This is an optimization exercise on Yosys and OpenROAD, whose aim is small area and a short achievable clock period, not a production implementation.
Function was checked by simulation only, so behaviour that the tests miss may differ from the original.

== wip/onyx ==
==> flow/design.v (excerpt) <==
module fir_n(x_in, y_out, b, clk, ena, rst);
input  wire [31:0]  x_in;
output wire [31:0]  y_out;
input  wire [127:0] b;
input  wire         clk;
input  wire         ena;
input  wire         rst;
wire [16:0] k;
wire [31:0] x_rec;
assign k[0] = 1'b0;
genvar gi;
generate for (gi = 0; gi < 16; gi = gi + 1) begin : rec
  assign x_rec[2*gi]   = x_in[2*gi] ^ k[gi];
  assign x_rec[2*gi+1] = x_in[2*gi+1] ^ (x_in[2*gi] & k[gi]);
  assign k[gi+1]       = x_in[2*gi+1] & (x_in[2*gi] | k[gi]);
end endgenerate
logic [31:0] s0, s1, s2, s3;
always_ff @(posedge clk, posedge rst) begin
  if (rst) begin
    s0 <= '0; s1 <= '0; s2 <= '0; s3 <= '0;
  end else if (ena) begin
    s0 <= x_rec; s1 <= s0; s2 <= s1; s3 <= s2;
  end
end
wire [31:0] c0 = b[31:0];
wire [31:0] cn0;
generate for (gi = 0; gi < 32; gi = gi + 1) begin : cinv0
  cninv_c u (.a(c0[gi]), .y(cn0[gi]));
end endgenerate
wire [15:0] p1_0, p2_0, n1_0;
wire [15:0] nn_0;
generate for (gi = 0; gi < 16; gi = gi + 1) begin : dec0
  dec_cell u (.a(s0[2*gi+1]), .b(s0[2*gi]), .p1(p1_0[gi]), .p2(p2_0[gi]), .n1(n1_0[gi]), .nn(nn_0[gi]));
end endgenerate
wire [31:0] q0_0;
pp0_cell uq0_0_0 (.n1(n1_0[0]), .c(c0[0]), .p1(p1_0[0]), .cn(cn0[0]), .p2(p2_0[0]), .q(q0_0[0]));
pp_cell uq0_0_1 (.p1(n1_0[0]), .c(c0[1]), .n1(p1_0[0]), .cn(cn0[1]), .p2(p2_0[0]), .cm(cn0[0]), .q(q0_0[1]));
pp_cell uq0_0_2 (.p1(n1_0[0]), .c(c0[2]), .n1(p1_0[0]), .cn(cn0[2]), .p2(p2_0[0]), .cm(cn0[1]), .q(q0_0[2]));
pp_cell uq0_0_3 (.p1(n1_0[0]), .c(c0[3]), .n1(p1_0[0]), .cn(cn0[3]), .p2(p2_0[0]), .cm(cn0[2]), .q(q0_0[3]));
pp_cell uq0_0_4 (.p1(n1_0[0]), .c(c0[4]), .n1(p1_0[0]), .cn(cn0[4]), .p2(p2_0[0]), .cm(cn0[3]), .q(q0_0[4]));
pp_cell uq0_0_5 (.p1(n1_0[0]), .c(c0[5]), .n1(p1_0[0]), .cn(cn0[5]), .p2(p2_0[0]), .cm(cn0[4]), .q(q0_0[5]));
pp_cell uq0_0_6 (.p1(n1_0[0]), .c(c0[6]), .n1(p1_0[0]), .cn(cn0[6]), .p2(p2_0[0]), .cm(cn0[5]), .q(q0_0[6]));
pp_cell uq0_0_7 (.p1(n1_0[0]), .c(c0[7]), .n1(p1_0[0]), .cn(cn0[7]), .p2(p2_0[0]), .cm(cn0[6]), .q(q0_0[7]));
pp_cell uq0_0_8 (.p1(n1_0[0]), .c(c0[8]), .n1(p1_0[0]), .cn(cn0[8]), .p2(p2_0[0]), .cm(cn0[7]), .q(q0_0[8]));
pp_cell uq0_0_9 (.p1(n1_0[0]), .c(c0[9]), .n1(p1_0[0]), .cn(cn0[9]), .p2(p2_0[0]), .cm(cn0[8]), .q(q0_0[9]));
  ...
Size in the first run: roughly 3,500 cells after synthesis, ~130 flip-flops.
export LEC_CHECK = 0
export ABC_AREA = 1
export CAP_MARGIN = 20
export CELL_PAD_IN_SITES_DETAIL_PLACEMENT = 1
export CELL_PAD_IN_SITES_GLOBAL_PLACEMENT = 2
export CORE_MARGIN = 2
export CORE_UTILIZATION = 30
export PLACE_DENSITY = 0.45
export SLEW_MARGIN = 20
export SYNTH_HIERARCHICAL = 1
export SYNTH_MINIMUM_KEEP_SIZE = 0
create_clock -name core_clock -period 16.0 [get_ports {clk}]
standard.sh (not shown) runs the stock make flow with config.mk's settings and CLKGATE_MAP_FILE= SYNTH_SCRIPT=/design/flow/synth_recipe.tcl, a recipe that flattens the netlist after the stock synthesis.
==> flow/flow/run.sh <==
#!/bin/bash
# Own flow: the standard layout (standard.sh) with three changes.
#  1. fir_n.sv's one-cell helper modules are tied to the library cells they
#     describe (fa_cell -> fa_1, pp_cell -> a222oi_1, pp2_cell -> a22oi_1),
#     see flow/cellmap.py; ABC does not find a222oi on its own.
#  2. The port buffers are buf_4 cells instead of buffer_ports' default pick
#     (clkdlybuf4s50_1, a clock delay cell: slower and twice the area).
#  3. The standard synthesis runs first, and the flip-flops of ours are
#     checked against it (same names and cell types).
# Every tool's output goes to a log file of its own in this folder.
set -euo pipefail
W=$(pwd)
R=orfs/results/sky130hd/fir_n/base

bash standard.sh synth > std_synth.log 2>&1
cp $R/1_2_yosys.v std_1_2_yosys.v
rm -rf orfs

python3 flow/cellmap.py design.v design_mapped.v > cellmap.log 2>&1
export BUFFER_PORTS_ARGS="-buffer_cell sky130_fd_sc_hd__buf_4"
bash standard.sh synth VERILOG_FILES=$W/design_mapped.v > synth.log 2>&1
python3 flow/regcheck.py std_1_2_yosys.v $R/1_2_yosys.v > regcheck.log 2>&1
bash standard.sh finish VERILOG_FILES=$W/design_mapped.v > standard.log 2>&1
Other scripts of this flow, unchanged in this note and not shown: flow/flow/cellmap.py, flow/flow/regcheck.py
For wip/yarrow, these inputs were changed with respect to wip/onyx:
Settings: putting CTS_BUF_LIST at sky130_fd_sc_hd__clkbuf_4 sky130_fd_sc_hd__clkbuf_8 where nothing was set; putting SETUP_SLACK_MARGIN at 3.1 where nothing was set; putting CTS_CLUSTER_DIAMETER at 100 where nothing was set; putting CTS_CLUSTER_SIZE at 30 where nothing was set.
## What came out
First element of the critical path: b[65] -> wip/onyx, b[85] -> wip/yarrow. Reported for wip/onyx and wip/yarrow, synthesized area divided by synthesized cell count turned out identical to the last digit. Looking at met3 usage in global routing, wip/yarrow sits 0.37 points lower than wip/onyx does. The via total after detailed routing on wip/onyx is in line with that on wip/yarrow. Latest clock arrival within the worst-skew pair, wip/onyx and wip/yarrow: lower on wip/onyx. Required time reported for the critical path endpoint: wip/onyx vs wip/yarrow — no meaningful difference. Worst slew margin relative to its limit ended up 0.48 points lower on wip/yarrow than on wip/onyx. Per the comparison of wip/yarrow with wip/onyx, worst setup slack after layout +0.95 ns; final period utilization -5.9 points; met2 usage in global routing ~0 delta.
Here is what was changed in the inputs of wip/xenon compared with wip/yarrow.
Settings: CTS_CLUSTER_DIAMETER no longer set, was 100; SETUP_SLACK_MARGIN now 2.6, was 3.1; CTS_CLUSTER_SIZE no longer set, was 30; CTS_BUF_LIST no longer set, was sky130_fd_sc_hd__clkbuf_4 sky130_fd_sc_hd__clkbuf_8.
Findings:
wip/xenon: no failed stages, no open violations at the end. Run comparison: wip/xenon termination of the worst setup path y_out[30]; wip/yarrow termination of the worst setup path y_out[28]. ~same sequential share of layout area in wip/xenon and wip/yarrow. Compared with wip/yarrow, in wip/xenon post-detailed-route count of antenna-violating nets now sits at about the same level, number of non-clock buffers saw a decrease. Summary — post-route worst setup slack, wip/xenon relative to wip/yarrow: lower, by 0.24 ns. [wip/xenon vs wip/yarrow] final cycle utilization of the critical path: higher in wip/xenon.

static timing again, ports no longer ideal:
Ports are ideal in the flow. The routed layouts listed here were re-timed in OpenROAD. Step 1: set_driving_cell puts a clkbuf_16 on clk and a buf_2 on each other input, an assumption about the parent block. Step 2 moves the port delays by t, midway between the first and last clock arrival at a register: inputs arrive t later, outputs are due t later. That takes back most of the time a late clock gives input paths. Slacks: no drivers / after step 1 / after step 2; pairs: no drivers / after step 1.
run	t, ns	setup WS [ns]	worst setup path after step 2	worst data-port slew with drivers (ns)	cell pins on the clock port's net
wip/onyx	0.558	1.884 / 1.856 / 1.856	input to output	0.09	1
wip/yarrow	0.587	2.829 / 2.772 / 2.772	input to output	0.15	1
wip/xenon	0.556	2.585 / 2.540 / 2.540	input to output	0.09	1
After both steps every run listed still meets setup and hold. For wip/yarrow, which loses most, drivers alone change the setup slack by -0.057 ns; drivers and shift together by -0.057 ns.
